Context: an optimization exercise on an open-source flow, tuned for small area. The choices shown serve that exercise and are no tape-out recipe.
Only simulation tests tie the RTL to the original design; equivalence was not proved.
Power and IR drop assume default switching activity.

==> design/flow/design.v <==
`timescale 1ns / 1ps
module top(
    input clock_12MHz,
    input RESET,
    input [8:0] KEY,
    input Mode_Switch,
    output [7:0] LED,
    output [3:0] MOTOR_OUT,
    output [3:0] FND_COM,
    output [7:0] FND_DATA,
    output BUZZER,
    output LCD_RS,
    output LCD_RW,
    output LCD_EN,
    output [7:0] LCD_DATA
);
    wire clk = clock_12MHz;
    reg [7:0] deb;
    reg [8:0] kf;
    reg       p1, p2;
    wire tick = (deb == 8'h9b);
    wire deb_fb = ~(deb[7] ^ deb[5] ^ deb[4] ^ deb[3]) ^ tick;
    always @(posedge clk or posedge RESET) begin
        if (RESET) begin
            deb <= 8'h37; kf <= 9'd0; p1 <= 1'b0;
        end else begin
            deb <= {deb[6:0], deb_fb};
            p1  <= tick & |(KEY & ~kf);
            if (tick) kf <= KEY;
        end
    end
    reg [3:0] kv;
    always @(*) begin
        kv = 4'd0;
        if      (kf[0]) kv = 4'd1;
        else if (kf[1]) kv = 4'd2;
        else if (kf[2]) kv = 4'd3;
        else if (kf[3]) kv = 4'd4;
        else if (kf[4]) kv = 4'd5;
        else if (kf[5]) kv = 4'd6;
        else if (kf[6]) kv = 4'd7;
        else if (kf[7]) kv = 4'd8;
        else if (kf[8]) kv = 4'd9;
    end
    always @(posedge clk) p2 <= p1;
    reg [3:0] keyv;
    always @(posedge clk or posedge RESET) begin
        if (RESET) keyv <= 4'd0;
        else if (p2) keyv <= kv;
    end
    reg [15:0] scn;                   
    wire [15:0] sc = ~scn;
    reg [1:0]  c4;
    wire sc_ones = &sc[14:0];
    wire sc_wrap = sc_ones & ~sc[15];
    wire sc_fb   = ~(sc[15] ^ sc[14] ^ sc[12] ^ sc[3]) ^ sc_ones;
    wire sc_safe = ((sc & 16'h147f) == 16'h0479);
    always @(posedge clk or posedge RESET) begin
        if (RESET) begin
            scn <= 16'h0000; c4 <= 2'd0;
        end else begin
            scn <= ~{sc[14:0], sc_fb};
            if (sc_wrap) c4 <= c4 + 2'd1;
        end
    end
    reg [1:0] pc;        
    reg       full;      
    reg [1:0] failn;     
    wire [1:0] fail = ~failn;    
    reg       okc;       
    reg       opn;       
    reg       frz;       
    reg       frzd;      
    reg       om;        
    reg [18:0] q;        
    reg [2:0] lvl;       
    localparam LEFT = 2'd0, WAIT = 2'd1, RIGHT = 2'd2, STOP = 2'd3;
    wire [1:0] mseg = q[18:17];
    wire [6:0] clk7 = q[6:0];
    wire [9:0] step = q[16:7];
    wire [13:0] ta  = q[13:0];
    wire [4:0]  tb  = q[18:14];
    wire keyact = p1 & (fail != 2'd3) & ~frz & ~opn;
    wire kv1 = kf[0];
    wire kv2 = ~kf[0] & kf[1];
    wire kv3 = ~kf[0] & ~kf[1] & kf[2];
    wire kv4 = ~kf[0] & ~kf[1] & ~kf[2] & kf[3];
    reg lvl_hit_f;
    always @(*) begin
        case (lvl)
            3'd0: lvl_hit_f = q[2] & q[3] & q[4] & q[5] & q[7] & q[9] & q[12] & q[15];
            3'd1: lvl_hit_f = q[1] & q[3] & q[4] & q[5] & q[6] & q[8] & q[10] & q[13] & ~q[15];
            3'd2: lvl_hit_f = q[0] & q[1] & q[2] & q[4] & q[5] & q[7] & q[9] & q[12] & q[14] & q[15];
            3'd3: lvl_hit_f = q[0] & q[2] & q[4] & q[5] & q[6] & q[8] & q[10] & q[13] & q[14] & ~q[15];
            3'd4: lvl_hit_f = q[1] & q[4] & q[5] & q[7] & q[9] & q[12] & ~q[15];
            3'd5: lvl_hit_f = q[4] & q[5] & q[6] & q[8] & q[10] & q[13] & q[15];
            3'd6: lvl_hit_f = q[0] & q[2] & q[3] & q[5] & q[7] & q[9] & q[12] & q[14] & ~q[15];
            default: lvl_hit_f = 1'b0;
        endcase
    end
    wire frz_end = q[0] & q[1] & ~q[2] & q[3] & q[5] & q[6] & q[8] & q[10] & q[13] & q[14] & q[15] & q[18];
    reg lvl_hit_o;
    always @(*) begin
        case (lvl)
            3'd0: lvl_hit_o = 1'b1;
            3'd1: lvl_hit_o = q[1] & q[2] & q[3] & q[6] & q[7] & q[8] & q[9] & q[11];
            3'd2: lvl_hit_o = q[0] & q[1] & q[2] & q[4] & q[5] & q[7] & q[8] & q[9] & q[10] & ~q[11];
            3'd3: lvl_hit_o = q[5] & q[7] & q[8] & q[9] & q[13];
            3'd4: lvl_hit_o = q[0] & q[3] & q[7] & q[8] & q[9] & q[10] & q[11];
            default: lvl_hit_o = 1'b0;
        endcase
    end
    wire clkwrap  = clk7[6] & clk7[5] & clk7[2];      
    wire mtick    = clkwrap;
    wire left_end = om && (mseg == LEFT)  && mtick && step[9];
    wire wait_end = om && (mseg == WAIT)  && q[0] & q[1] & q[2] & q[3] & q[4] & q[5] & q[8] & q[9] & q[10] & q[12] & q[13] & q[14];   
    wire right_end= om && (mseg == RIGHT) && mtick && step[9];
    wire awrap = ~om & ta[13] & ta[10] & ta[8] & ta[7];    
    wire c7    = om ? clkwrap : (&q[6:0]);
    wire c14   = om ? (c7 & (&q[13:7])) : awrap;
    wire [6:0] lo_n  = (om ? clkwrap : awrap) ? 7'd0 : q[6:0] + 7'd1;
    wire [6:0] mid_n = awrap ? 7'd0 : q[13:7] + {6'd0, c7};
    wire [4:0] hi_n  = q[18:14] + {4'd0, c14};
    always @(posedge clk) begin
        q <= {hi_n, mid_n, lo_n};
        if (keyact && pc == 2'd3 && !(okc && kv4) && fail == 2'd2) begin
            q   <= {5'd31, 14'd9599};
            lvl <= 3'd0;
        end else if (frz) begin
            if (lvl_hit_f) lvl <= lvl + 3'd1;
        end else if (opn && !om) begin
            q   <= 19'd0;
            lvl <= 3'd0;
        end else if (om) begin
            if (mseg == LEFT && lvl_hit_o) lvl <= lvl + 3'd1;
            if (left_end) q[17] <= 1'b1;      
            if (wait_end) q <= {RIGHT, 17'd0};
            if (right_end) q[18:17] <= STOP;
        end
    end
    always @(posedge clk) begin
        if (keyact) begin
            if (pc == 2'd0) okc <= kv1;
            else if (pc == 2'd1) okc <= okc & kv2;
            else if (pc == 2'd2) okc <= okc & kv3;
        end
    end
    always @(posedge clk or posedge RESET) begin
        if (RESET) begin
            pc <= 2'd0; full <= 1'b0; failn <= ~(2'd3); opn <= 1'b0; frz <= 1'b0;
            om <= 1'b0;
        end else begin
            if (fail == 2'd3) begin
                if (sc_safe) failn <= ~(2'd0);
            end
            if (frz) begin
                if (frz_end) begin
                    frz <= 1'b0; failn <= ~(2'd0); pc <= 2'd0;
                end
            end else if (opn) begin
                if (om && mseg == STOP && clk7[0]) begin
                    opn <= 1'b0; full <= 1'b0; pc <= 2'd0; failn <= ~(2'd0);
                end
            end else if (keyact) begin
                pc <= pc + 2'd1;
                full <= (pc == 2'd3);
                if (pc == 2'd3) begin
                    if (okc && kv4) begin
                        opn <= 1'b1; failn <= ~(2'd0);
                    end else if (fail == 2'd2) begin
                        frz <= 1'b1; full <= 1'b0;
                    end else begin
                        failn <= ~(fail + 2'd1);
                    end
                end
            end
            if (!om) begin
                if (opn) om <= 1'b1;
            end else if (mseg == STOP && !opn) om <= 1'b0;
        end
    end
    always @(posedge clk) frzd <= frz;
    assign LED[0] = ~frz;
    assign LED[7] = ~frz | (lvl >= 3'd1);
    assign LED[6] = ~frz | (lvl >= 3'd2);
    assign LED[5] = ~frz | (lvl >= 3'd3);
    assign LED[4] = ~frz | (lvl >= 3'd4);
    assign LED[3] = ~frz | (lvl >= 3'd5);
    assign LED[2] = ~frz | (lvl >= 3'd6);
    assign LED[1] = ~frz | (lvl >= 3'd7);
    reg [1:0] ph;
    always @(*) begin
        if (!om) ph = 2'd0;
        else case (mseg)
            LEFT:  ph = step[1:0];
            WAIT:  ph = 2'd1;
            RIGHT: ph = {step[1], ~step[0]};
            default: ph = 2'd0;
        endcase
    end
    assign MOTOR_OUT = {~ph[1], ph[1], ph[1] ^ ph[0], ~(ph[1] ^ ph[0])};
    wire zsel = full | (pc > c4);
    assign FND_COM  = {c4 == 2'd0, c4 == 2'd1, c4 == 2'd2, c4 == 2'd3};
    assign FND_DATA = {{6{~zsel}}, 2'b11};
    reg [6:0] tc;        
    reg       bz;
    wire ton_o = om & (lvl >= 3'd1) & (lvl <= 3'd4);
    wire ton_f = frz & (ta < 14'd4800);
    reg  hit;
    always @(*) begin
        if (ton_f) hit = tc[0] & tc[2] & tc[3] & ~tc[5];                          
        else case (lvl)
            3'd1: hit = tc[0] & tc[1] & tc[2] & tc[4] & tc[5] & tc[6];            
            3'd2: hit = tc[1] & tc[2] & tc[4] & tc[5] & tc[6];                    
            3'd3: hit = (tc[1] & ~tc[2] & tc[3] & ~tc[4] & tc[5] & tc[6])         
                      | (tc[0] & tc[1] & tc[3] & tc[4] & tc[5]);                  
            default: hit = ~tc[0] & tc[3] & tc[5] & tc[6];                        
        endcase
    end
    always @(posedge clk) begin
        if (!(ton_o | ton_f) || hit) tc <= 7'd0;
        else tc <= {tc[5:0], ~(tc[6] ^ tc[0])};
    end
    always @(posedge clk or posedge RESET) begin
        if (RESET) bz <= 1'b1;
        else if (!(ton_o | ton_f)) bz <= 1'b1;
        else if (hit) bz <= ~bz;
    end
    assign BUZZER = bz;
    reg [10:0] dl;
    reg [5:0]  cln;      
    wire [5:0] cl = ~cln;       
    reg        en;
    wire dl_last = dl[0] & dl[1] & ~dl[2] & ~dl[3] & dl[4] & dl[5] & ~dl[6] & ~dl[7] & dl[8] & dl[9];
    wire dl_1    = ~dl[0] & dl[2] & dl[3] & ~dl[4] & ~dl[5] & dl[6] & dl[7] & ~dl[8] & ~dl[9] & dl[10];
    wire dl_200  = ~dl[0] & ~dl[2] & ~dl[3] & ~dl[5] & dl[6] & dl[9] & dl[10];
    wire dl_1800 = dl[0] & ~dl[1] & dl[2] & dl[3] & dl[5] & dl[6] & dl[7] & ~dl[8] & ~dl[9] & dl[10];
    wire dl_fb   = ~(dl[10] ^ dl[8]) ^ dl_last;
    always @(posedge clk or posedge RESET) begin
        if (RESET) begin
            dl <= 11'h667; cln <= 6'd0; en <= 1'b0;
        end else begin
            dl <= {dl[9:0], dl_fb};
            if (dl_1 | (&cl)) cln <= ~((cl == 6'd40) ? 6'd7 : cl + 6'd1);
            en <= dl_200 | (en & ~dl_1800);
        end
    end
    assign LCD_EN = en;
    wire [7:0] kasc = {4'h3, keyv};
    reg [127:0] l1, l2;
    always @(*) begin
        if (frzd) begin
            l1 = "   !! FREEZE !! ";
            l2 = "   TRY LATER    ";
        end else if (om) begin
            l1 = "      OPEN      ";
            l2 = "                ";
        end else begin
            l1 = "ENTER PASSWORD  ";
            l2 = {"KEY VALUE : ", kasc, "   "};
        end
    end
    reg [8:0] sd;
    always @(*) begin
        case (cl)
            6'd63: sd = 9'd0;
            6'd0, 6'd1: sd = {1'b0, 8'h38};
            6'd2 : sd = {1'b0, 8'h0e};
            6'd3 : sd = {1'b0, 8'h06};
            6'd4 : sd = {1'b0, 8'h02};
            6'd5 : sd = {1'b0, 8'h01};
            6'd6 : sd = {1'b0, 8'h80};
            6'd23: sd = {1'b0, 8'hc0};
            default: begin
                if (cl >= 6'd7 && cl <= 6'd22)
                    sd = {1'b1, l1[8*(22-cl) +: 8]};
                else if (cl >= 6'd24 && cl <= 6'd39)
                    sd = {1'b1, l2[8*(39-cl) +: 8]};
                else
                    sd = {1'b0, 8'h02};
            end
        endcase
    end
    assign LCD_RS   = sd[8];
    assign LCD_DATA = sd[7:0];
    assign LCD_RW   = 1'b0;
endmodule
==> design/flow/flow/run.sh <==
#!/bin/bash
# Standard ORFS flow, with an area-oriented ABC script for the logic mapping
# step, minimum-size port buffers and a clock tree without dummy loads.
set -euo pipefail
HERE=$(pwd)
rm -rf scripts_mod
cp -r "$FLOW_HOME/scripts" scripts_mod
cp flow/abc.script scripts_mod/abc_speed.script
bash standard.sh SCRIPTS_DIR="$HERE/scripts_mod" \
  BUFFER_PORTS_ARGS="-inputs -outputs -buffer_cell sky130_fd_sc_hd__buf_1" \
  CTS_ARGS="-sink_clustering_enable -repair_clock_nets -dont_use_dummy_load -buf_list sky130_fd_sc_hd__clkbuf_8" \
  finish > flow_make.log 2>&1
==> design/flow/flow/abc.script <==
&get -n
&st
&deepsyn -T 240
&dch
&nf -a
&put
topo
==> design/flow/standard.sh <==
#!/bin/bash
# synth_recipe.tcl (not shown) runs the flow's synth.tcl, then flattens the netlist and writes it again
# the make line also repeats each setting of config.mk as NAME=value (left out here)
make -C /OpenROAD-flow-scripts/flow DESIGN_CONFIG=/design/flow/config.mk WORK_HOME=/design/flow/orfs CLKGATE_MAP_FILE= SYNTH_SCRIPT=/design/flow/synth_recipe.tcl "${@:-finish}"
==> design/flow/config.mk <==
export PLATFORM = sky130hd
export DESIGN_NAME = top
export DESIGN_NICKNAME = top
export VERILOG_FILES = /design/flow/design.v
export SDC_FILE = /design/flow/constraint.sdc
export NUM_CORES = 4
export LEC_CHECK = 0
export CAP_MARGIN = 20
export CORE_MARGIN = 2
export CORE_UTILIZATION = 65
export SLEW_MARGIN = 20
==> design/flow/constraint.sdc <==
create_clock -name core_clock -period 10.0 [get_ports {clock_12MHz}]
set_input_delay 2.0000 -clock core_clock [delete_from_list [all_inputs] [get_ports {clock_12MHz}]]
set_output_delay 2.0000 -clock core_clock [all_outputs]
set_load 0.01 [all_outputs]
==> results of run 1 <==
## critical path: cells and delay by family, from the launching register on
kind | cells | cell delay (ns)
flops | 1 | 0.73
fa+ha+maj | 1 | 0.39
buf+inv | 2 | 0.48
simple gates | 5 | 1.42
compound gates | 4 | 1.16
## layer usage
metal  vias up  GRT usage, %  share of wire (%)
met4         0         7.609                1.1
met2       125         43.15                 47
li1       2119             -                  -
met1      2071         36.92                 47
met5         -             0                  0
met3        16         5.618                4.9
## metrics by stage
stage / hold slack (ns) / instances / total power, W / area (um^2) / setup slack [ns]
6_report: 0.3640 / 712 / 0.0006098 / 5655 / 3.503
5_1_grt: 0.3619 / 712 / 0.0006364 / 5655 / 3.206
4_1_cts: 0.3629 / 712 / 0.0006173 / 5655 / 3.530
3_5_place_dp: 0.3558 / 703 / 0.0004156 / 5532 / 3.905
3_3_place_gp: 0.3525 / 703 / 0.0004155 / 5523 / 4.024
2_1_floorplan: 0.3456 / 565 / 0.0004130 / 5280 / 4.569
## placed cells by master, fill, tap and decap left out, types with 4 or more instances in the layout
master     n
nor2_1    36
nand2_1   49
nand3_1   23
a21oi_1   30
nor3_1    11
nand2b_1  10
a22o_1     5
or3_1      7
dfstp_2   13
a31oi_1   10
dfxtp_1   31
o31ai_1    6
nand4_1    9
mux2_1     9
and3_1     4
o21ai_0   41
clkbuf_8   9
xnor2_1   12
clkinv_1  42
ha_1      34
buf_1     43
xor2_1    10
nor4_1     6
dfrtp_1   54
or2_0      4
and2_0    12
or4_1      4
o211ai_1   8
nor2b_1   14
o22ai_1    4
a22oi_1    5
## power by group through the flow
stage | registers (W) | logic (W) | clock network (W)
2_1_floorplan | 0.000407 | 0.00000600 | 0
5_1_grt | 0.000399 | 0.0000101 | 0.000227
3_5_place_dp | 0.000407 | 0.00000867 | 0
6_report | 0.000399 | 0.00000827 | 0.000203
3_3_place_gp | 0.000407 | 0.00000851 | 0
4_1_cts | 0.000399 | 0.00000867 | 0.000210
## cell families after synthesis
kind of cell	after synthesis	share of synthesized area [%]
adders and majority gates	34	8.063
xor gates and xnor gates	22	3.652
buffers and inverters	51	4.197
DFF	99	44.42
and+or+nand+nor	207	20.58
other	2	0.1423
AOI/OAI and AO/OA	140	17.03
muxes	9	1.921
## worst max path at each step
stage,start,endpoint,slack [ns]
2_1_floorplan,cln[0],LCD_DATA[3],4.57
3_3_place_gp,cln[0],LCD_DATA[3],4.02
3_5_place_dp,cln[0],LCD_DATA[3],3.91
4_1_cts,cln[0],LCD_DATA[3],3.53
5_1_grt,cln[0],LCD_DATA[3],3.21
6_report,cln[0],LCD_DATA[3],3.50
## cell type report
cell class                      instances  area share, %
Clock buffer                            9          2.190
Timing Repair Buffer                   44          2.987
Multi-Input combinational cell        415          48.27
Inverter                               43          2.854
Sequential cell                        99          41.44
Tap cell                              102          2.257
## sequential cells by signal, indices dropped and copies added (netlist names)
register  flops
kf            9
tc            7
opn           1
p1            1
okc           1
lvl           3
pc            2
cln           6
frz           1
keyv          4
failn         2
bz            1
p2            1
om            1
deb           8
dl           11
q            19
c4            2
full          1
scn          16
en            1
frzd          1
==> impl_metrics.ini, run 1 <==
[outcome]
status = no timing/DRC/antenna violations

[timing]
rsz0062_at_grt = false
maxSlewViolCount = 0
tightest_slew_ns = 0.8057
fin_crit_ns = 6.497
skew_ns = 0.04002
max_slew_margin_pct = 46.29
setup_tns_ns = 0
hold_viol = 0
post-route-period-util_pct = 64.97
setup_violations = 0
fmax_ghz = 0.1539

[routing]
wirelength_um = 10890
drc = 0
wl_per_cell_um = 15.29
drtPass1Iterations = 5
vias = 4331
first_iter_violations = 265
ant_nets = 0
routed_via_density = 6.083

[setup_path]
crit_top_cell = nand4_1
worstSetupPathType = register to output port
worst-path-max-fanout = 20
r2r_slack_ns = 6.99
arrival_ns = 4.50
worstSetupEndpointType = output port
r2r_cells = 11
cpMaxStageDelayCell = dfrtp_1
start_kind = register
r2r_start = lvl[1]
slowest_delay_ns = 0.73
timing.rr.end = bz
crit_required_ns = 8.00
cp_cell_sequence = clkinv_1 > ha_1 > nor3b_1 > a22oi_1 > nand4_1 > or3b_1 > a21oi_1 > a31oi_1 > o2111a_1 > or4_1 > nand4_1 > buf_1

[worst_hold_path]
min_path_cells = 0
worstHoldPathType = register to register
min_from = deb[0]
hold-path-endpoint = deb[1]

[clocking]
cts_root_buffer = clkbuf_8
cts_resized = 0
cts_hold_buf = 0
cts_tree = done
cts_sinks = 99
clk_pin_slew_ns = 0.10
clk_latency_ns = 0.37
htreeDepth = 3
postCtsSetupBuffers = 0
clk_path_buf_depth = 2
cts_buffers = 9

[synth]
synth_top_area_cell = dfrtp_1
synth_area_leaders = dfrtp_1, dfxtp_1, ha_1
seq_area_frac_synth_pct = 44.42
synth_edf_count = 1
synth_cell_types = 60
yosys_most_used_dff = dfrtp_1
ys_ff_latch = 99
synth-async-reset-ratio_pct = 67.68
yosysMostFrequentCell = dfrtp_1
yosysWarnings = 1
netlist_top_cells_count = dfrtp_1, nand2_1, clkinv_1
syn_inst = 564
syn_area_mm2 = 0.005276
yosysTopAreaCellShare_pct = 25.61
avgSynthCellArea_um2 = 9.355

[global_routing]
globalRouteOverflowTotal = 0
antenna_found_initial = 0
groute.usage.overall_pct = 26.86
grt_max_degree = 68
grt_pass1_vias = 4065
grt_first_pass_wirelength_um = 19000

[die]
std_cell_rows = 32
die_area_mm2 = 0.008854
fp.coreArea_mm2 = 0.007807
start_util_pct = 67.58
dieHeight_um = 94.10
dieWidth_um = 94.10
ios = 48

[final_layout]
drive_gt1_share_pct = 4.098
seq_area_mm2 = 0.002344
antennaDiodeCount = 0
multi_input_area_mm2 = 0.002730
fill_cells = 579
final_nets = 658
areaGrowthSynthToFinish_pct = 7.185
utilization_pct = 72.44

[power_and_ir_drop]
p_clk_share_pct = 33.2
p_seq_share_pct = 65.4
pwr-share-comb_pct = 1.4
internal_power_w = 0.0004815
p_switching_w = 0.0001282
peakVddDrop_mv = 0.1038
p_leak_nw = 2.298
p_per_area_mw_per_mm2 = 107.8
switching_share_pct = 21.03

[place]
io_buffers = 43
gp_congestion = 0.9456
dp_hpwl_um = 7836

[run]
maxCapViolCount = 0
==> inputs of run 2 (changes only) <==
--- a/design/flow/config.mk
+++ b/design/flow/config.mk
@@ -7,5 +7,5 @@
 export LEC_CHECK = 0
 export CAP_MARGIN = 20
 export CORE_MARGIN = 2
-export CORE_UTILIZATION = 65
+export CORE_UTILIZATION = 40
 export SLEW_MARGIN = 20
==> run 2 against run 1 <==
  * Sequential cell count unchanged
  * Area after synthesis unchanged
  * Utilization down 27 points
  * Maximum frequency down 0.75%
  * Global-route usage down 10 points
  * Hold slack better by 0.0027 ns
  * Combinational power up 2.9%
  * Routed wire length up 4.3%
  * Setup slack worse by 0.049 ns
  * Synthesized cell count unchanged
  * Critical endpoint unchanged
==> impl_metrics.ini, run 2 <==
[place]
postPlaceCellArea_mm2 = 0.005618
gp_congestion = 0.9055
dp_cells = 774
dp_hpwl_um = 8333
post-place-ws_ns = 3.869
io_buffers = 43

[setup_path]
crit_required_ns = 8.00
slowest_delay_ns = 0.74
cpMaxStageDelayCell = dfrtp_1
worstSetupEndpointType = output port
cp_cell_sequence = clkinv_1 > ha_1 > nor3b_1 > a22oi_1 > nand4_1 > or3b_1 > a21oi_1 > a31oi_1 > o2111a_1 > or4_1 > nand4_1 > buf_1
start_kind = register
worst-path-max-fanout = 20
arrival_ns = 4.55
crit_top_cell = nand4_1
worstSetupPathType = register to output port

[global_routing]
grt_use_met3_pct = 2.586
grt_util_met2_pct = 26.47
grt_first_pass_wirelength_um = 19450
grt_max_degree = 53
antenna_found_initial = 0
globalRouteOverflowTotal = 0
busiest_layer = met2
grtUsageMet1_pct = 22.76
groute.usage.overall_pct = 16.77
grt_pass1_vias = 4100

[die]
fp.coreArea_mm2 = 0.01277
ios = 48
dieWidth_um = 118.9
start_util_pct = 41.31
die_area_mm2 = 0.01413
std_cell_rows = 41
dieHeight_um = 118.9

[synth]
yosysMostFrequentCell = dfrtp_1
synth_cell_types = 60
yosysTopAreaCellShare_pct = 25.61
yosys_most_used_dff = dfrtp_1
syn_inst = 564
avgSynthCellArea_um2 = 9.355
syn_area_mm2 = 0.005276
synth_area_leaders = dfrtp_1, dfxtp_1, ha_1
yosysWarnings = 1
synth_edf_count = 1
synth_top_area_cell = dfrtp_1
ys_ff_latch = 99
seq_area_frac_synth_pct = 44.42
synth-async-reset-ratio_pct = 67.68
netlist_top_cells_count = dfrtp_1, nand2_1, clkinv_1

[final_layout]
final_area_mm2 = 0.005742
antennaDiodeCount = 0
final_nets = 659
top_register = q
final_cell_mix = dfrtp_1, nand2_1, buf_1
drive_gt1_share_pct = 4.255
utilization_pct = 44.95
largest_reg_flops = 19
areaGrowthSynthToFinish_pct = 8.822
layout.cells.non_filler = 783
layout_commonest_cell = dfrtp_1
reg.largest.list = q x19, scn x16, dl x11

[clocking]
cts_buffers = 9
clk_latency_ns = 0.38
htreeDepth = 3
cts_resized = 0
cts_hold_buf = 0
cts_root_buffer = clkbuf_8
clk_path_buf_depth = 2
postCtsSetupBuffers = 0
cts_sinks = 99
clk_pin_slew_ns = 0.11
cts_tree = done

[timing]
maxSlewViolCount = 0
tightest_slew_ns = 0.6948
fin_crit_ns = 6.546
rsz0062_at_grt = false
post-route-period-util_pct = 65.46
hold_viol = 0
fin_ws_ns = 3.454
skew_ns = 0.03859
setup_tns_ns = 0
fmax_ghz = 0.1528
setup_violations = 0
max_slew_margin_pct = 53.68

[routing]
vias = 4332
routed_via_density = 5.533
first_iter_violations = 360
ant_nets = 0
drtPass1Iterations = 5
wl_per_cell_um = 14.50
drc = 0
wirelength_um = 11360

[power_and_ir_drop]
p_leak_nw = 2.287
peakVddDrop_mv = 0.05465
p_per_area_mw_per_mm2 = 105.9

[run]
maxCapViolCount = 0

[outcome]
status = no timing/DRC/antenna violations

[worst_hold_path]
worstHoldPathType = register to register
## run 2: worst paths after layout
| kind | from | to | slack, ns | depth (start not counted) |
|---|---|---|---|---|
| max | cln[0] | LCD_DATA[3] | 3.45 | 12 |
| min | scn[9] | scn[10] | 0.37 | 0 |
| max reg2reg | lvl[1] | bz | 7.02 | 11 |
| min reg2reg | scn[9] | scn[10] | 0.37 | 0 |
| max in group asynchronous | RESET | kf[5] | 7.48 | 3 |
| min in group asynchronous | RESET | en | 1.54 | 2 |
## run 2: worst max-delay path, delay by kind of cell (launching register included)
family | cells | cell delay, ns
compound gates | 4 | 1.13
fa+ha+maj | 1 | 0.39
buf+inv | 2 | 0.51
flops | 1 | 0.74
simple gates | 5 | 1.41
## run 2: through the flow
stage	hold WS (ns)	total power [W]
after floorplan	0.3456	0.0004130
after CTS	0.3706	0.0006209
after global placement	0.3565	0.0004158
after global routing	0.3754	0.0006329
after detailed placement	0.3569	0.0004161
final	0.3667	0.0006079
## run 2: cell families (layout without fill, tap and decap cells)
group / count (synthesis) / in the layout / share of synthesized area, %
mux: 9 / 9 / 1.921
buf+inv: 51 / 97 / 4.197
simple gates: 207 / 207 / 20.58
compound gates: 140 / 140 / 17.03
xor+xnor: 22 / 22 / 3.652
other cells: 2 / 3 / 0.1423
flops: 99 / 99 / 44.42
fa+ha+maj: 34 / 34 / 8.063
## run 2: metal layers
metal,share of wire [%],vias to the layer above
li1,-,2129
met1,49,2083
met2,45,107
met3,3.5,13
met4,1.9,0
met5,0,-
## run 2: power by group
part | leakage (nW) | internal (W) | switching (W)
Combinational | 1.15 | 0.00000157 | 0.00000693
Sequential | 1.07 | 0.000399 | 0
Clock | 0.0647 | 0.0000808 | 0.000120
Total | 2.29 | 0.000481 | 0.000127
## run 2: final cells by class
class	count	area [um^2]
Fill cell	1216	7032
Multi-Input combinational cell	415	2721
Sequential cell	99	2344
Tap cell	172	215.2
Timing Repair Buffer	45	176.4
Inverter	43	161.4
Clock buffer	9	123.9
==> inputs of run 3 (changes only) <==
--- a/design/flow/design.v
+++ b/design/flow/design.v
@@ -74,7 +74,7 @@
     reg       om;        
     reg [18:0] q;        
     reg [2:0] lvl;       
-    localparam LEFT = 2'd0, WAIT = 2'd1, RIGHT = 2'd2, STOP = 2'd3;
+    localparam LEFT = 2'd0, WAIT = 2'd1, RIGHT = 2'd3;
     wire [1:0] mseg = q[18:17];
     wire [6:0] clk7 = q[6:0];
     wire [9:0] step = q[16:7];
@@ -88,17 +88,17 @@
     reg lvl_hit_f;
     always @(*) begin
         case (lvl)
-            3'd0: lvl_hit_f = q[2] & q[3] & q[4] & q[5] & q[7] & q[9] & q[12] & q[15];
-            3'd1: lvl_hit_f = q[1] & q[3] & q[4] & q[5] & q[6] & q[8] & q[10] & q[13] & ~q[15];
-            3'd2: lvl_hit_f = q[0] & q[1] & q[2] & q[4] & q[5] & q[7] & q[9] & q[12] & q[14] & q[15];
-            3'd3: lvl_hit_f = q[0] & q[2] & q[4] & q[5] & q[6] & q[8] & q[10] & q[13] & q[14] & ~q[15];
-            3'd4: lvl_hit_f = q[1] & q[4] & q[5] & q[7] & q[9] & q[12] & ~q[15];
-            3'd5: lvl_hit_f = q[4] & q[5] & q[6] & q[8] & q[10] & q[13] & q[15];
-            3'd6: lvl_hit_f = q[0] & q[2] & q[3] & q[5] & q[7] & q[9] & q[12] & q[14] & ~q[15];
+            3'd0: lvl_hit_f = q[1] & q[2] & q[3] & q[4] & q[5] & q[7] & q[9] & q[12] & q[15];              
+            3'd1: lvl_hit_f = q[2] & q[3] & q[4] & q[5] & q[6] & q[8] & q[10] & q[13] & ~q[15];            
+            3'd2: lvl_hit_f = q[0] & q[3] & q[4] & q[5] & q[7] & q[9] & q[12] & q[14] & q[15];             
+            3'd3: lvl_hit_f = q[0] & q[1] & q[2] & q[4] & q[5] & q[6] & q[8] & q[10] & q[13] & q[14] & q[17];  
+            3'd4: lvl_hit_f = q[2] & q[4] & q[5] & q[7] & q[9] & q[12] & q[16];                            
+            3'd5: lvl_hit_f = q[1] & q[4] & q[5] & q[6] & q[8] & q[10] & q[13] & q[15];                    
+            3'd6: lvl_hit_f = q[0] & q[1] & q[2] & q[3] & q[5] & q[7] & q[9] & q[12] & q[14] & ~q[17];     
             default: lvl_hit_f = 1'b0;
         endcase
     end
-    wire frz_end = q[0] & q[1] & ~q[2] & q[3] & q[5] & q[6] & q[8] & q[10] & q[13] & q[14] & q[15] & q[18];
+    wire frz_end = q[0] & q[2] & q[3] & q[5] & q[6] & q[8] & q[10] & q[13] & q[14] & q[15] & q[18];
     reg lvl_hit_o;
     always @(*) begin
         case (lvl)
@@ -114,7 +114,7 @@
     wire mtick    = clkwrap;
     wire left_end = om && (mseg == LEFT)  && mtick && step[9];
     wire wait_end = om && (mseg == WAIT)  && q[0] & q[1] & q[2] & q[3] & q[4] & q[5] & q[8] & q[9] & q[10] & q[12] & q[13] & q[14];   
-    wire right_end= om && (mseg == RIGHT) && mtick && step[9];
+    wire mstop    = om && (mseg == RIGHT) && step[9] && step[0];
     wire awrap = ~om & ta[13] & ta[10] & ta[8] & ta[7];    
     wire c7    = om ? clkwrap : (&q[6:0]);
     wire c14   = om ? (c7 & (&q[13:7])) : awrap;
@@ -124,7 +124,7 @@
     always @(posedge clk) begin
         q <= {hi_n, mid_n, lo_n};
         if (keyact && pc == 2'd3 && !(okc && kv4) && fail == 2'd2) begin
-            q   <= {5'd31, 14'd9599};
+            q   <= 19'd0;
             lvl <= 3'd0;
         end else if (frz) begin
             if (lvl_hit_f) lvl <= lvl + 3'd1;
@@ -135,7 +135,6 @@
             if (mseg == LEFT && lvl_hit_o) lvl <= lvl + 3'd1;
             if (left_end) q[17] <= 1'b1;      
             if (wait_end) q <= {RIGHT, 17'd0};
-            if (right_end) q[18:17] <= STOP;
         end
     end
     always @(posedge clk) begin
@@ -158,7 +157,7 @@
                     frz <= 1'b0; failn <= ~(2'd0); pc <= 2'd0;
                 end
             end else if (opn) begin
-                if (om && mseg == STOP && clk7[0]) begin
+                if (mstop && clk7[0]) begin
                     opn <= 1'b0; full <= 1'b0; pc <= 2'd0; failn <= ~(2'd0);
                 end
             end else if (keyact) begin
@@ -176,7 +175,7 @@
             end
             if (!om) begin
                 if (opn) om <= 1'b1;
-            end else if (mseg == STOP && !opn) om <= 1'b0;
+            end else if (mstop && !opn) om <= 1'b0;
         end
     end
     always @(posedge clk) frzd <= frz;
@@ -205,7 +204,7 @@
     reg [6:0] tc;        
     reg       bz;
     wire ton_o = om & (lvl >= 3'd1) & (lvl <= 3'd4);
-    wire ton_f = frz & (ta < 14'd4800);
+    wire ton_f = frz & (|ta[13:1]) & (ta < 14'd4800);    
     reg  hit;
     always @(*) begin
         if (ton_f) hit = tc[0] & tc[2] & tc[3] & ~tc[5];                          
==> design/flow/flow/run.sh (replaced) <==
#!/bin/bash
# Standard ORFS flow, with an area-oriented ABC script for the logic mapping
# step, minimum-size buffers on ports and a clock tree without dummy loads.
set -euo pipefail
HERE=$(pwd)
rm -rf scripts_mod
cp -r "$FLOW_HOME/scripts" scripts_mod
cp flow/abc.script scripts_mod/abc_speed.script
bash standard.sh SCRIPTS_DIR="$HERE/scripts_mod" \
  MIN_BUF_CELL_AND_PORTS="sky130_fd_sc_hd__buf_1 A X" \
  BUFFER_PORTS_ARGS="-inputs -outputs -buffer_cell sky130_fd_sc_hd__buf_1" \
  CTS_ARGS="-sink_clustering_enable -repair_clock_nets -dont_use_dummy_load -buf_list sky130_fd_sc_hd__clkbuf_8" \
  finish > flow_make.log 2>&1
--- a/design/flow/config.mk
+++ b/design/flow/config.mk
@@ -7,5 +7,5 @@
 export LEC_CHECK = 0
 export CAP_MARGIN = 20
 export CORE_MARGIN = 2
-export CORE_UTILIZATION = 40
+export CORE_UTILIZATION = 65
 export SLEW_MARGIN = 20
==> run 3 against run 2 <==
  * Critical path type unchanged
  * Cell count fell by 5.9%
  * Largest cell class unchanged
  * Cell area rose by 0.20%
  * Highest routed layer unchanged
  * Clock power about the same
  * Die area decreased by 37%
  * Still clean
==> impl_metrics.ini, run 3 <==
[global_routing]
groute.usage.overall_pct = 28.08
grt_pass1_vias = 4322
globalRouteOverflowTotal = 0
antenna_found_initial = 0
grt_max_degree = 68
grt_first_pass_wirelength_um = 19960

[die]
dieHeight_um = 94.65
ios = 48
start_util_pct = 66.00
dieWidth_um = 94.65
fp.coreArea_mm2 = 0.008093
std_cell_rows = 33
die_area_mm2 = 0.008959

[outcome]
status = no timing/DRC/antenna violations

[routing]
wl_per_cell_um = 16.19
routed_via_density = 6.137
ant_nets = 0
vias = 4523
drtPass1Iterations = 5
drc = 0
first_iter_violations = 230
wirelength_um = 11940

[timing]
hold_viol = 0
fin_crit_ns = 6.215
skew_ns = 0.04525
tightest_slew_ns = 0.8873
post-route-period-util_pct = 62.15
rsz0062_at_grt = false
setup_violations = 0
fin_ws_ns = 3.785
hold_slack_ns = 0.3467
setup_tns_ns = 0
maxSlewViolCount = 0
fmax_ghz = 0.1609
max_slew_margin_pct = 40.84

[final_layout]
areaGrowthSynthToFinish_pct = 7.707
final_nets = 679
largest_reg_flops = 19
reg.largest.list = q x19, scn x16, dl x11
final_area_mm2 = 0.005753
antennaDiodeCount = 0
top_register = q
drive_gt1_share_pct = 4.114
final_cell_mix = dfrtp_1, nor2_1, nand2_1
layout_commonest_cell = dfrtp_1
fill_cells = 668

[synth]
synth_area_leaders = dfrtp_1, dfxtp_1, ha_1
syn_area_mm2 = 0.005341
synth_top_area_cell = dfrtp_1
synth_edf_count = 1
synth-async-reset-ratio_pct = 67.68
avgSynthCellArea_um2 = 9.131
netlist_top_cells_count = dfrtp_1, nor2_1, clkinv_1, nand2_1, ha_1
yosys_most_used_dff = dfrtp_1
syn_inst = 585
yosysWarnings = 1
synth_cell_types = 66
yosysMostFrequentCell = dfrtp_1
seq_area_frac_synth_pct = 43.87
yosysTopAreaCellShare_pct = 25.30
ys_ff_latch = 99

[worst_hold_path]
worstHoldPathType = register to register

[setup_path]
r2r_start = failn[0]
worstSetupEndpointType = output port
crit_required_ns = 8.00
worstSetupPathType = register to output port
cp_cell_sequence = clkinv_1 > ha_1 > nor3b_1 > a221o_1 > nor4b_1 > nand4_1 > or3_1 > o311ai_0 > buf_1
cpMaxStageDelayCell = dfrtp_1
slowest_delay_ns = 0.78
worst-path-max-fanout = 21
r2r_cells = 9
start_kind = register
r2r_slack_ns = 6.66
worstSetupEndpoint = LCD_DATA[0]
timing.rr.end = q[3]
startpoint = cln[0]
arrival_ns = 4.22

[clocking]
cts_buffers = 9
cts_hold_buf = 0
htreeDepth = 3
cts_tree = done
clk_path_buf_depth = 2
postCtsSetupBuffers = 0
clk_pin_slew_ns = 0.09
cts_resized = 0
cts_root_buffer = clkbuf_8
cts_sinks = 99
clk_latency_ns = 0.37

[place]
dp_hpwl_um = 8634
postPlaceCellArea_mm2 = 0.005629
gp_congestion = 0.9053
post-place-ws_ns = 4.225
io_buffers = 43

[power_and_ir_drop]
p_total_w = 0.0006088
p_leak_nw = 2.308
peakVddDrop_mv = 0.09448
p_per_area_mw_per_mm2 = 105.8

[run]
maxCapViolCount = 0
run 3: cell types whose count changed after synthesis, sizes merged, moves of 7 or more:
cell,delta
and3,+8
o22ai,+8
o21ai,-9
mux2,-7
nor3,+8
nor2,+15
run 3: how the worst min path moves through the flow:
stage,startpoint,endpoint,cells past startpoint
floorplan,p1,p2,0
global placement,deb[1],deb[2],0
detailed placement,deb[1],deb[2],0
CTS,deb[1],deb[2],0
global route,deb[1],deb[2],0
finish,deb[1],deb[2],0
run 3: metal layers:
layer	up-vias	track usage (%)	wire length (um)	part of all wire (%)
met2	141	47.70	6045	51
met4	0	10.27	208	1.7
met3	19	5.028	639	5.4
met1	2158	35.96	5041	42
li1	2205	-	-	-
met5	-	0	0	0
run 3: kinds of logic after synthesis:
| group | Yosys count | synth area share, % |
|---|---|---|
| simple gates | 240 | 23.80 |
| compound gates | 134 | 16.47 |
| flops | 99 | 43.87 |
| buf+inv | 54 | 3.795 |
| fa+ha+maj | 33 | 7.730 |
| xor+xnor | 18 | 3.209 |
| mux | 5 | 0.9838 |
| other cells | 2 | 0.1406 |
run 3: worst max-delay path, delay by kind of cell, from the launching register on:
family                   cells  cell delay [ns]
AO/OA/AOI/OAI                2             0.87
adder cells (fa/ha/maj)      1             0.39
buffers and inverters        2             0.56
AND/OR/NAND/NOR              4             1.28
flip-flops                   1             0.78
run 3: area by class of cell:
type	instances	area (um^2)	area share [%]
Timing Repair Buffer	45	176.4	3.067
Multi-Input combinational cell	433	2805	48.76
Inverter	46	172.7	3.001
Sequential cell	99	2344	40.74
Clock buffer	9	123.9	2.153
Tap cell	105	131.4	2.284
run 3: power by group:
group          switching, W  leakage, nW  internal (W)
Combinational    0.00000687         1.20    0.00000156
Sequential                0         1.05      0.000399
Clock              0.000120       0.0647     0.0000810
Total              0.000127         2.31      0.000482
run 3: per-stage QoR:
stage	util, %	instances
finish	71.09	737
global route	71.09	737
CTS	71.09	737
detailed placement	69.56	728
global placement	69.56	728
floorplan	-	586
==> inputs of run 4 (changes only) <==
--- a/design/flow/flow/run.sh
+++ b/design/flow/flow/run.sh
@@ -9,5 +9,5 @@
 bash standard.sh SCRIPTS_DIR="$HERE/scripts_mod" \
   MIN_BUF_CELL_AND_PORTS="sky130_fd_sc_hd__buf_1 A X" \
   BUFFER_PORTS_ARGS="-inputs -outputs -buffer_cell sky130_fd_sc_hd__buf_1" \
-  CTS_ARGS="-sink_clustering_enable -repair_clock_nets -dont_use_dummy_load -buf_list sky130_fd_sc_hd__clkbuf_8" \
+  CTS_ARGS="-sink_clustering_enable -repair_clock_nets -dont_use_dummy_load -buf_list sky130_fd_sc_hd__clkbuf_8 -sink_buffer_max_cap_derate 1.0 -sink_clustering_size 30" \
   finish > flow_make.log 2>&1
==> design/flow/flow/abc.script (replaced) <==
&get -n
&st
&deepsyn -T 30
&dch
&nf -a
&put
topo
==> run 4 against run 3 <==
  * Cell area shrank 0.26%
  * Largest power group unchanged
  * Power is 0.89% lower
  * Area after synthesis down 0.28%
  * Sequential share of layout area up 0.11 points
  * Critical path depth is 1 higher
  * Synthesized cell count grew 0.17%
  * Hold slack gained 0.014 ns
  * Utilization shrank 0.19 points
  * Non-clock buffer count is the same
==> impl_metrics.ini, run 4 <==
[outcome]
status = no timing/DRC/antenna violations

[final_layout]
final_cell_mix = dfrtp_1, nand2_1, clkinv_1
final_nets = 680
final_area_mm2 = 0.005738
largest_reg_flops = 19
fill_cells = 635
top_register = q
drive_gt1_share_pct = 4.107
antennaDiodeCount = 0
areaGrowthSynthToFinish_pct = 7.728
layout_commonest_cell = dfrtp_1
reg.largest.list = q x19, scn x16, dl x11

[synth]
avgSynthCellArea_um2 = 9.089
synth_cell_types = 64
ys_ff_latch = 99
syn_inst = 586
synth_edf_count = 1
synth_top_area_cell = dfrtp_1
yosys_most_used_dff = dfrtp_1
yosysTopAreaCellShare_pct = 25.37
synth-async-reset-ratio_pct = 67.68
seq_area_frac_synth_pct = 44.00
synth_area_leaders = dfrtp_1, dfxtp_1, ha_1
netlist_top_cells_count = dfrtp_1, nand2_1, clkinv_1
syn_area_mm2 = 0.005326
yosysMostFrequentCell = dfrtp_1
yosysWarnings = 1

[routing]
routed_via_density = 6.252
first_iter_violations = 213
wl_per_cell_um = 15.96
drc = 0
ant_nets = 0
drtPass1Iterations = 5
wirelength_um = 11780
vias = 4614

[timing]
skew_ns = 0.03904
tightest_slew_ns = 0.8092
max_slew_margin_pct = 46.05
rsz0062_at_grt = false
fin_crit_ns = 6.209
fmax_ghz = 0.1611
hold_viol = 0
post-route-period-util_pct = 62.09
setup_tns_ns = 0
maxSlewViolCount = 0
hold_slack_ns = 0.3602
setup_violations = 0

[clocking]
clk_pin_slew_ns = 0.11
htreeDepth = 3
cts_root_buffer = clkbuf_8
cts_buffers = 9
cts_sinks = 99
cts_hold_buf = 0
postCtsSetupBuffers = 0
clk_path_buf_depth = 2
cts_resized = 0
clk_latency_ns = 0.36
cts_tree = done

[power_and_ir_drop]
p_total_w = 0.0006034
p_per_area_mw_per_mm2 = 105.2
peakVddDrop_mv = 0.09422
p_leak_nw = 2.160

[die]
ios = 48
die_area_mm2 = 0.008934
dieWidth_um = 94.52
dieHeight_um = 94.52
start_util_pct = 65.82
fp.coreArea_mm2 = 0.008093
std_cell_rows = 33

[global_routing]
groute.usage.overall_pct = 27.89
grt_pass1_vias = 4289
antenna_found_initial = 0
grt_max_degree = 68
grt_first_pass_wirelength_um = 19870
globalRouteOverflowTotal = 0

[setup_path]
arrival_ns = 4.21
worst-path-max-fanout = 22
r2r_cells = 8
worstSetupPathType = register to output port
crit_required_ns = 8.00
start_kind = register
worstSetupEndpointType = output port
r2r_slack_ns = 7.20

[place]
postPlaceCellArea_mm2 = 0.005614
dp_hpwl_um = 8777
io_buffers = 43
gp_congestion = 0.9696

[worst_hold_path]
min_path_cells = 0
worstHoldPathType = register to register

[run]
maxCapViolCount = 0
[run 4: final timing paths]
kind                               endpoint   start
worst max-delay path            LCD_DATA[1]  cln[0]
worst min-delay path                 scn[9]  scn[8]
worst max register to register       cln[2]  cln[0]
worst min register to register       scn[9]  scn[8]
max in group asynchronous           keyv[3]   RESET
min in group asynchronous             kf[3]   RESET
[run 4: cell families (layout without fill, tap and decap cells)]
kind of cell	Yosys count	in the layout	synth area share, %
multiplexers	2	2	0.3993
buffers and inverters	59	105	4.158
flip-flops	99	99	44.00
other	2	3	0.1410
adder cells (fa/ha/maj)	33	33	7.752
AND/OR/NAND/NOR	220	220	21.45
AO/OA/AOI/OAI	150	150	18.65
XOR/XNOR	21	21	3.453
[run 4: power breakdown]
| part | switching [W] | leakage [nW] | total (W) | internal (W) |
|---|---|---|---|---|
| Clock | 0.000116 | 0.0647 | 0.000197 | 0.0000810 |
| Sequential | 0 | 1.04 | 0.000399 | 0.000399 |
| Combinational | 0.00000642 | 1.05 | 0.00000764 | 0.00000122 |
| Total | 0.000122 | 2.16 | 0.000603 | 0.000481 |
[run 4: final cells by class]
| type | instances | area [um^2] | share of cell area (%) |
|---|---|---|---|
| inverter | 51 | 191.4 | 3.336 |
| clock buffer | 9 | 123.9 | 2.159 |
| sequential | 99 | 2344 | 40.84 |
| timing repair buffer | 45 | 176.4 | 3.075 |
| multi-input combinational | 429 | 2771 | 48.30 |
| tap | 105 | 131.4 | 2.290 |
[run 4: through the flow]
step                instances  util, %  setup slack, ns
floorplan                 587        -            4.617
global placement          729    69.37            4.283
detailed placement        729    69.37            4.228
CTS                       738    70.90            3.866
global route              738    70.90            3.480
finish                    738    70.90            3.791
[run 4: routing by layer]
layer	GRT usage (%)	share of wire, %	up-vias	wire length [um]
li1	-	-	2241	-
met1	36.24	43	2190	5083
met2	47.62	50	155	5876
met3	4.789	4.8	28	560
met4	9.179	2.2	0	255
met5	0	0	-	0
[run 4: worst max-delay path, cell delays in order, from the launching register on]
cell       delay [ns]
dfrtp_1          0.80
clkinv_1         0.33
ha_1             0.38
or3b_1           0.28
o221ai_1         0.18
a2111oi_0        0.67
nand4b_1         0.26
a21oi_1          0.39
nand3_1          0.16
a32oi_1          0.25
buf_1            0.17
==> inputs of run 5 (changes only) <==
--- a/design/flow/flow/run.sh
+++ b/design/flow/flow/run.sh
@@ -9,5 +9,5 @@
 bash standard.sh SCRIPTS_DIR="$HERE/scripts_mod" \
   MIN_BUF_CELL_AND_PORTS="sky130_fd_sc_hd__buf_1 A X" \
   BUFFER_PORTS_ARGS="-inputs -outputs -buffer_cell sky130_fd_sc_hd__buf_1" \
-  CTS_ARGS="-sink_clustering_enable -repair_clock_nets -dont_use_dummy_load -buf_list sky130_fd_sc_hd__clkbuf_8 -sink_buffer_max_cap_derate 1.0 -sink_clustering_size 30" \
+  CTS_ARGS="-sink_clustering_enable -repair_clock_nets -dont_use_dummy_load -buf_list sky130_fd_sc_hd__clkbuf_8 -sink_clustering_size 30 -sink_clustering_max_diameter 300" \
   finish > flow_make.log 2>&1
==> run 5 against run 4 <==
  * Cell count unchanged
  * Largest cell class unchanged
  * Synthesized cell count unchanged
  * Routed wire length stayed put
  * Combinational power is essentially flat
  * Power unchanged
  * Clock power is essentially flat
  * Via count did not move
  * Sequential cell count unchanged
  * Clock-buffer cell count unchanged
  * Non-clock buffer count unchanged
  * Global-route usage is the same
  * Highest routed layer unchanged
==> impl_metrics.ini, run 5 <==
[outcome]
status = no timing/DRC/antenna violations

[die]
die_area_mm2 = 0.008934
ios = 48
dieHeight_um = 94.52
dieWidth_um = 94.52
std_cell_rows = 33
start_util_pct = 65.82
fp.coreArea_mm2 = 0.008093

[final_layout]
antennaDiodeCount = 0
largest_reg_flops = 19
layout_commonest_cell = dfrtp_1
final_nets = 680
drive_gt1_share_pct = 4.107
layout.cells.non_filler = 738
reg.largest.list = q x19, scn x16, dl x11
final_cell_mix = dfrtp_1, nand2_1, clkinv_1
top_register = q
areaGrowthSynthToFinish_pct = 7.728

[synth]
yosysTopAreaCellShare_pct = 25.37
syn_area_mm2 = 0.005326
seq_area_frac_synth_pct = 44.00
synth_edf_count = 1
avgSynthCellArea_um2 = 9.089
netlist_top_cells_count = dfrtp_1, nand2_1, clkinv_1
ys_ff_latch = 99
synth_area_leaders = dfrtp_1, dfxtp_1, ha_1
synth_top_area_cell = dfrtp_1
synth_cell_types = 64
yosysWarnings = 1
syn_inst = 586
yosys_most_used_dff = dfrtp_1
yosysMostFrequentCell = dfrtp_1
synth-async-reset-ratio_pct = 67.68

[routing]
wl_per_cell_um = 15.96
drtPass1Iterations = 5
routed_via_density = 6.252
vias = 4614
drc = 0
ant_nets = 0
wirelength_um = 11780
first_iter_violations = 213

[clocking]
postCtsSetupBuffers = 0
cts_hold_buf = 0
cts_resized = 0
htreeDepth = 3
cts_tree = done
clk_path_buf_depth = 2
cts_root_buffer = clkbuf_8
cts_sinks = 99
clk_pin_slew_ns = 0.11
clk_latency_ns = 0.36
cts_buffers = 9

[setup_path]
r2r_start = cln[0]
start_kind = register
worstSetupPathType = register to output port
arrival_ns = 4.21
worst-path-max-fanout = 22
worstSetupEndpointType = output port
startpoint = cln[0]
crit_required_ns = 8.00

[power_and_ir_drop]
p_clk_share_pct = 32.6
p_leak_nw = 2.160
p_seq_share_pct = 66.1
peakVddDrop_mv = 0.09422
p_switching_w = 0.0001222
pwr-share-comb_pct = 1.3
p_total_w = 0.0006034
switching_share_pct = 20.25
internal_power_w = 0.0004812
p_per_area_mw_per_mm2 = 105.2

[worst_hold_path]
min_from = scn[8]
worstHoldPathType = register to register

[place]
gp_congestion = 0.9696
dp_hpwl_um = 8777
dp_cells = 729
io_buffers = 43

[timing]
fin_crit_ns = 6.209
tightest_slew_ns = 0.8092
rsz0062_at_grt = false
skew_ns = 0.03904
post-route-period-util_pct = 62.09
maxSlewViolCount = 0
max_slew_margin_pct = 46.05
hold_viol = 0
setup_violations = 0
setup_tns_ns = 0
fmax_ghz = 0.1611

[global_routing]
antenna_found_initial = 0
grt_max_degree = 68
globalRouteOverflowTotal = 0
grt_first_pass_wirelength_um = 19870
grt_pass1_vias = 4289
groute.usage.overall_pct = 27.89

[run]
maxCapViolCount = 0
-- run 5: through the flow --
stage	worst slack (ns)	hold slack, ns	util (%)	instance area, um^2
after floorplan	4.617	0.3521	-	5330
after global placement	4.283	0.3555	69.37	5614
after detailed placement	4.228	0.3632	69.37	5614
after CTS	3.866	0.3687	70.90	5738
after global routing	3.480	0.3616	70.90	5738
final	3.791	0.3602	70.90	5738
-- run 5: power by group through the flow --
stage / Combinational [W] / Sequential [W] / Clock (W)
CTS: 0.00000796 / 0.000399 / 0.000203
floorplan: 0.00000484 / 0.000407 / 0
finish: 0.00000764 / 0.000399 / 0.000197
detailed placement: 0.00000795 / 0.000407 / 0
global placement: 0.00000786 / 0.000407 / 0
global route: 0.00000911 / 0.000399 / 0.000218
-- run 5: worst max-delay path, stage by stage, from the launching register on --
cell       delay [ns]
dfrtp_1          0.80
clkinv_1         0.33
ha_1             0.38
or3b_1           0.28
o221ai_1         0.18
a2111oi_0        0.67
nand4b_1         0.26
a21oi_1          0.39
nand3_1          0.16
a32oi_1          0.25
buf_1            0.17
-- run 5: cell families after synthesis --
group / after synthesis / share of synthesized area [%]
AOI/OAI and AO/OA: 150 / 18.65
other: 2 / 0.1410
xor gates and xnor gates: 21 / 3.453
and+or+nand+nor: 220 / 21.45
adders and majority gates: 33 / 7.752
DFF: 99 / 44.00
buffers and inverters: 59 / 4.158
muxes: 2 / 0.3993
-- run 5: worst paths after layout --
path                          endpoint  slack, ns  cells after the start
min reg2reg                     scn[9]       0.36                      0
max in group asynchronous      keyv[3]       7.59                      3
max                        LCD_DATA[1]       3.79                     10
min in group asynchronous        kf[3]       1.83                      3
min                             scn[9]       0.36                      0
max reg2reg                     cln[2]       7.20                      8
-- run 5: layout make-up --
cell class	instances	area (um^2)
clock buffer	9	123.9
fill	635	2355
inverter	51	191.4
multi-input combinational	429	2771
sequential	99	2344
tap	105	131.4
timing repair buffer	45	176.4
-- run 5: per-layer routing --
metal	global-route usage, %	wire (um)
met4	9.179	255
met2	47.62	5876
met3	4.789	560
met1	36.24	5083
met5	0	0
==> inputs of run 6 (changes only) <==
--- a/design/flow/flow/run.sh
+++ b/design/flow/flow/run.sh
@@ -9,5 +9,5 @@
 bash standard.sh SCRIPTS_DIR="$HERE/scripts_mod" \
   MIN_BUF_CELL_AND_PORTS="sky130_fd_sc_hd__buf_1 A X" \
   BUFFER_PORTS_ARGS="-inputs -outputs -buffer_cell sky130_fd_sc_hd__buf_1" \
-  CTS_ARGS="-sink_clustering_enable -repair_clock_nets -dont_use_dummy_load -buf_list sky130_fd_sc_hd__clkbuf_8 -sink_clustering_size 30 -sink_clustering_max_diameter 300" \
+  CTS_ARGS="-sink_clustering_enable -dont_use_dummy_load -root_buf sky130_fd_sc_hd__clkbuf_8 -buf_list sky130_fd_sc_hd__clkbuf_4 -sink_clustering_size 8" \
   finish > flow_make.log 2>&1
==> run 6 against run 5 <==
  * Sequential share of layout area is the same
  * Via count is the same
  * Power is the same
  * Largest power group unchanged
==> impl_metrics.ini, run 6 <==
[die]
dieWidth_um = 94.52
ios = 48
start_util_pct = 65.82
dieHeight_um = 94.52
fp.coreArea_mm2 = 0.008093
std_cell_rows = 33
die_area_mm2 = 0.008934

[clocking]
postCtsSetupBuffers = 0
cts_tree = done
cts_sinks = 99
cts_buffers = 9
clk_pin_slew_ns = 0.11
cts_resized = 0
clk_path_buf_depth = 2
cts_root_buffer = clkbuf_8
cts_hold_buf = 0
clk_latency_ns = 0.36
htreeDepth = 3

[synth]
yosysTopAreaCellShare_pct = 25.37
synth_edf_count = 1
avgSynthCellArea_um2 = 9.089
netlist_top_cells_count = dfrtp_1, nand2_1, clkinv_1
syn_area_mm2 = 0.005326
yosysMostFrequentCell = dfrtp_1
seq_area_frac_synth_pct = 44.00
yosysWarnings = 1
synth_top_area_cell = dfrtp_1
yosys_most_used_dff = dfrtp_1
synth-async-reset-ratio_pct = 67.68
synth_area_leaders = dfrtp_1, dfxtp_1, ha_1
syn_inst = 586
ys_ff_latch = 99
synth_cell_types = 64

[setup_path]
worstSetupPathType = register to output port
start_kind = register
worstSetupEndpointType = output port
startpoint = cln[0]
crit_required_ns = 8.00
worstSetupEndpoint = LCD_DATA[1]
worst-path-max-fanout = 22
timing.rr.end = cln[2]
r2r_slack_ns = 7.20
r2r_cells = 8
arrival_ns = 4.21
r2r_start = cln[0]

[place]
gp_congestion = 0.9696
io_buffers = 43
postPlaceCellArea_mm2 = 0.005614
dp_cells = 729
dp_hpwl_um = 8777

[routing]
vias = 4614
wirelength_um = 11780
routed_via_density = 6.252
wl_per_cell_um = 15.96
drtPass1Iterations = 5
first_iter_violations = 213
ant_nets = 0
drc = 0

[global_routing]
antenna_found_initial = 0
grt_first_pass_wirelength_um = 19870
globalRouteOverflowTotal = 0
grt_max_degree = 68
groute.usage.overall_pct = 27.89
grt_pass1_vias = 4289

[timing]
setup_violations = 0
tightest_slew_ns = 0.8092
maxSlewViolCount = 0
rsz0062_at_grt = false
hold_viol = 0
skew_ns = 0.03904
post-route-period-util_pct = 62.09
fmax_ghz = 0.1611
setup_tns_ns = 0
fin_crit_ns = 6.209
max_slew_margin_pct = 46.05

[final_layout]
final_area_mm2 = 0.005738
layout_commonest_cell = dfrtp_1
areaGrowthSynthToFinish_pct = 7.728
reg.largest.list = q x19, scn x16, dl x11
antennaDiodeCount = 0
final_cell_mix = dfrtp_1, nand2_1, clkinv_1
top_register = q
drive_gt1_share_pct = 4.107
largest_reg_flops = 19
final_nets = 680
layout.cells.non_filler = 738

[power_and_ir_drop]
p_total_w = 0.0006034
p_leak_nw = 2.160
p_per_area_mw_per_mm2 = 105.2
peakVddDrop_mv = 0.09422

[run]
maxCapViolCount = 0

[worst_hold_path]
worstHoldPathType = register to register

[outcome]
status = no timing/DRC/antenna violations
[run 6: critical path, cell delays in order, from the launching register on]
cell       delay, ns
dfrtp_1         0.80
clkinv_1        0.33
ha_1            0.38
or3b_1          0.28
o221ai_1        0.18
a2111oi_0       0.67
nand4b_1        0.26
a21oi_1         0.39
nand3_1         0.16
a32oi_1         0.25
buf_1           0.17
[run 6: how the worst min path moves through the flow]
stage	cells after the start	to	from	slack [ns]
6_report	0	scn[9]	scn[8]	0.36
3_3_place_gp	0	deb[2]	deb[1]	0.36
3_5_place_dp	0	scn[9]	scn[8]	0.36
2_1_floorplan	0	p2	p1	0.35
4_1_cts	0	scn[9]	scn[8]	0.37
5_1_grt	0	scn[9]	scn[8]	0.36
[run 6: kinds of logic (layout without fill, tap and decap cells)]
family,Yosys count,in the layout,synth area share [%]
flip-flops,99,99,44.00
multiplexers,2,2,0.3993
other,2,3,0.1410
XOR/XNOR,21,21,3.453
AND/OR/NAND/NOR,220,220,21.45
buffers and inverters,59,105,4.158
adder cells (fa/ha/maj),33,33,7.752
AO/OA/AOI/OAI,150,150,18.65
[run 6: layout make-up]
type,count,area (um^2)
Multi-Input combinational cell,429,2771
Clock buffer,9,123.9
Fill cell,635,2355
Timing Repair Buffer,45,176.4
Inverter,51,191.4
Sequential cell,99,2344
Tap cell,105,131.4
[run 6: power by group]
part           internal [W]   total [W]  switching [W]
Combinational    0.00000122  0.00000764     0.00000642
Sequential         0.000399    0.000399              0
Clock             0.0000810    0.000197       0.000116
[run 6: metal layers]
| layer | GRT usage [%] | share of wire [%] | vias up | routed length, um |
|---|---|---|---|---|
| met1 | 36.24 | 43 | 2190 | 5083 |
| met3 | 4.789 | 4.8 | 28 | 560 |
| met4 | 9.179 | 2.2 | 0 | 255 |
| li1 | - | - | 2241 | - |
| met2 | 47.62 | 50 | 155 | 5876 |
| met5 | 0 | 0 | - | 0 |
[run 6: through the flow]
| step | setup slack [ns] | util (%) | hold WS (ns) |
|---|---|---|---|
| after floorplan | 4.617 | - | 0.3521 |
| after global placement | 4.283 | 69.37 | 0.3555 |
| after detailed placement | 4.228 | 69.37 | 0.3632 |
| after CTS | 3.866 | 70.90 | 0.3687 |
| after global routing | 3.480 | 70.90 | 0.3616 |
| final | 3.791 | 70.90 | 0.3602 |
==> inputs of run 7 (changes only) <==
==> design/flow/flow/run.sh (replaced) <==
#!/bin/bash
# Standard ORFS flow with these changes:
#  - logic mapping uses an area-oriented ABC script (&deepsyn then &nf -a);
#    synthesis runs with several deepsyn seeds and the smallest netlist is kept
#    (registers are the same in every run: ABC only remaps the logic);
#  - minimum-size buffers on ports; clock tree without dummy loads.
# Each tool's output goes to a log file in this folder (and ORFS's own logs).
set -euo pipefail
HERE=$(pwd)
COMMON=(MIN_BUF_CELL_AND_PORTS="sky130_fd_sc_hd__buf_1 A X"
        BUFFER_PORTS_ARGS="-inputs -outputs -buffer_cell sky130_fd_sc_hd__buf_1"
        CTS_ARGS="-sink_clustering_enable -repair_clock_nets -dont_use_dummy_load -buf_list sky130_fd_sc_hd__clkbuf_8")
SEEDS="1 2 3 4 5 6 7 8"
for S in $SEEDS; do
  rm -rf "scripts_s$S" "syn_s$S"
  cp -r "$FLOW_HOME/scripts" "scripts_s$S"
  sed "s/SEED/$S/" flow/abc.script.in > "scripts_s$S/abc_speed.script"
done
run_synth() {
  local S=$1
  bash standard.sh SCRIPTS_DIR="$HERE/scripts_s$S" WORK_HOME="$HERE/syn_s$S" "${COMMON[@]}" synth \
    > "synth_s$S.log" 2>&1 || echo "synth seed $S failed" >> synth_s$S.log
}
set -- $SEEDS
while [ $# -gt 0 ]; do
  for S in $1 ${2:-} ${3:-} ${4:-}; do run_synth $S & done
  wait
  shift $(( $# < 4 ? $# : 4 ))
done
BEST=""; BESTA=""
for S in $SEEDS; do
  R="syn_s$S/reports/sky130hd/top/base/synth_stat.txt"
  [ -f "syn_s$S/results/sky130hd/top/base/1_synth.odb" ] || continue
  A=$(awk '/Chip area for module/ {print $NF}' "$R")
  echo "seed $S area $A" >> synth_choice.log
  if [ -z "$BEST" ] || awk "BEGIN{exit !($A < $BESTA)}"; then BEST=$S; BESTA=$A; fi
done
echo "best seed $BEST area $BESTA" >> synth_choice.log
rm -rf orfs
cp -a "syn_s$BEST" orfs
bash standard.sh SCRIPTS_DIR="$HERE/scripts_s$BEST" "${COMMON[@]}" finish > flow_make.log 2>&1
==> design/flow/flow/abc.script.in (new file) <==
&get -n
&st
&deepsyn -T 90 -S SEED
&dch
&nf -a
&put
topo
removed: design/flow/flow/abc.script
==> run 7 against run 6 <==
  * Die area shrank 1.8%
  * Cell area shrank 1.8%
  * Cell count is the same
  * Area after synthesis shrank 1.9%
  * Utilization grew 1.7 points
  * Sequential cell count is the same
  * Setup slack lost 0.091 ns
  * Critical path type unchanged
==> impl_metrics.ini, run 7 <==
[die]
dieHeight_um = 93.65
fp.coreArea_mm2 = 0.007767
start_util_pct = 67.25
die_area_mm2 = 0.008769
dieWidth_um = 93.65
std_cell_rows = 32
ios = 48

[clocking]
clk_latency_ns = 0.36
cts_hold_buf = 0
cts_resized = 0
cts_buffers = 9
cts_root_buffer = clkbuf_8
cts_tree = done
postCtsSetupBuffers = 0
clk_pin_slew_ns = 0.10
clk_path_buf_depth = 2
cts_sinks = 99
htreeDepth = 3

[setup_path]
worstSetupPathType = register to output port
timing.rr.end = lvl[0]
start_kind = register
r2r_slack_ns = 7.38
r2r_start = lvl[0]
worst-path-max-fanout = 19
arrival_ns = 4.30
crit_required_ns = 8.00
worstSetupEndpointType = output port
r2r_cells = 10

[global_routing]
antenna_found_initial = 0
grtUsageMet1_pct = 36.88
globalRouteOverflowTotal = 0
grt_max_degree = 68
grt_util_met2_pct = 47.48
grt_pass1_vias = 4273
grt_use_met3_pct = 4.351
groute.usage.overall_pct = 27.80
grt_first_pass_wirelength_um = 19660
busiest_layer = met2

[final_layout]
reg.largest.list = q x19, scn x16, dl x11
fill_cells = 621
areaGrowthSynthToFinish_pct = 7.904
final_nets = 683
largest_reg_flops = 19
final_area_mm2 = 0.005637
layout_commonest_cell = nand2_1
drive_gt1_share_pct = 4.245
antennaDiodeCount = 0
final_cell_mix = nand2_1, dfrtp_1, nor2_1
top_register = q

[timing]
setup_violations = 0
fin_crit_ns = 6.300
maxSlewViolCount = 0
tightest_slew_ns = 0.8274
max_slew_margin_pct = 44.84
skew_ns = 0.03657
fmax_ghz = 0.1587
post-route-period-util_pct = 63.00
hold_viol = 0
setup_tns_ns = 0
rsz0062_at_grt = false

[routing]
routed_via_density = 6.133
drtPass1Iterations = 5
drc = 0
vias = 4526
wirelength_um = 11440
ant_nets = 0
first_iter_violations = 221
wl_per_cell_um = 15.50

[synth]
avgSynthCellArea_um2 = 8.884
synth_edf_count = 1
seq_area_frac_synth_pct = 44.86
yosysTopAreaCellShare_pct = 25.87
synth_cell_types = 60
synth_area_leaders = dfrtp_1, dfxtp_1, ha_1
syn_inst = 588
ys_ff_latch = 99
netlist_top_cells_count = nand2_1, dfrtp_1, nor2_1
yosys_most_used_dff = dfrtp_1
yosysMostFrequentCell = nand2_1
synth_top_area_cell = dfrtp_1
yosysWarnings = 1
synth-async-reset-ratio_pct = 67.68
syn_area_mm2 = 0.005224

[worst_hold_path]
worstHoldPathType = register to register
min_from = scn[5]
hold-path-endpoint = scn[6]
min_path_cells = 0

[place]
io_buffers = 43
gp_congestion = 0.9545
dp_hpwl_um = 8299
postPlaceCellArea_mm2 = 0.005508

[power_and_ir_drop]
peakVddDrop_mv = 0.07931
p_per_area_mw_per_mm2 = 107.1
p_leak_nw = 2.206

[run]
maxCapViolCount = 0

[outcome]
status = no timing/DRC/antenna violations
[run 7: cell count changes in the layout (fill, tap and decap cells not counted), sizes merged, moves of 4 or more]
cell | previous run | this run
and2 | 6 | 12
nand3b | 5 | 1
a21oi | 27 | 34
nand3 | 30 | 26
a31o | 5 | 0
clkinv | 50 | 45
nand2 | 53 | 72
nor2 | 44 | 51
[run 7: cell families (layout without fill, tap and decap cells)]
kind of cell,count (synthesis),count (layout),share of synthesized area [%]
adders and majority gates,33,33,7.904
and+or+nand+nor,238,238,22.59
muxes,3,3,0.6227
AOI/OAI and AO/OA,138,138,16.48
other,2,3,0.1438
xor gates and xnor gates,21,21,3.521
buffers and inverters,54,101,3.880
DFF,99,99,44.86
[run 7: power by group]
part           switching, W  internal [W]  leakage (nW)   total (W)
logic            0.00000699    0.00000153          1.10  0.00000852
clock network      0.000115     0.0000809        0.0647    0.000196
registers                 0      0.000399          1.04    0.000399
[run 7: final cells by class]
class / instances / area, um^2 / area share, %
sequential: 99 / 2344 / 41.58
clock buffer: 9 / 123.9 / 2.198
timing repair buffer: 46 / 181.4 / 3.219
inverter: 46 / 172.7 / 3.063
multi-input combinational: 436 / 2688 / 47.68
tap: 102 / 127.6 / 2.264
[run 7: critical path, cell delays in order, from the launching register on]
cell      delay, ns
dfrtp_1        0.73
clkinv_1       0.38
ha_1           0.40
xnor2_1        0.49
mux2i_1        0.19
a32oi_1        0.46
a21oi_1        0.08
o21a_1         0.18
o21ai_0        0.26
nand4b_1       0.17
a221oi_1       0.30
o211ai_1       0.14
buf_1          0.15
[run 7: worst max path at each step]
stage,startpoint,cells after the start,endpoint
global placement,cln[0],11,LCD_DATA[1]
global route,cln[0],12,LCD_DATA[1]
detailed placement,cln[0],12,LCD_DATA[1]
CTS,cln[0],12,LCD_DATA[1]
floorplan,cln[0],11,LCD_DATA[1]
finish,cln[0],12,LCD_DATA[1]
[run 7: metal layers]
metal / part of all wire (%) / routed length, um / vias up
met1: 43 / 4967 / 2147
met4: 1.6 / 182 / 0
met2: 49 / 5612 / 163
li1: - / - / 2196
met5: 0 / 0 / -
met3: 5.9 / 679 / 20
[run 7: through the flow]
stage / hold WS (ns) / cells / setup slack, ns / power, W / util [%]
floorplan: 0.3540 / 589 / 4.914 / 0.0004126 / -
global placement: 0.3556 / 728 / 4.243 / 0.0004155 / 70.91
detailed placement: 0.3554 / 728 / 4.147 / 0.0004158 / 70.91
CTS: 0.3649 / 737 / 3.745 / 0.0006115 / 72.50
global route: 0.3750 / 738 / 3.395 / 0.0006253 / 72.57
finish: 0.3610 / 738 / 3.700 / 0.0006038 / 72.57

==> afterwards: timing with drivers on the ports <==
In the flow no input, the clock included, has a driving cell. The finished layouts below were timed again as built, in two steps.
Step 1, drivers: a clkbuf_16 drives clock_12MHz and a buf_2 each remaining input, both assumed.
Step 2 also shifts input and output timing later by t, the mid clock arrival at the registers, as if the neighbouring blocks saw the same clock.
Three values: ideal ports, drivers, drivers and shift; two values: the first two.
run	t (ns)	setup slack, ns
run 1	0.382	3.503 / 3.468 / 3.850
run 2	0.398	3.454 / 3.419 / 3.817
run 3	0.383	3.785 / 3.753 / 4.135
run 4	0.377	3.791 / 3.756 / 4.133
run 5	0.377	3.791 / 3.756 / 4.133
run 6	0.377	3.791 / 3.756 / 4.133
run 7	0.375	3.700 / 3.668 / 4.043
After both steps every run listed still meets setup and hold.
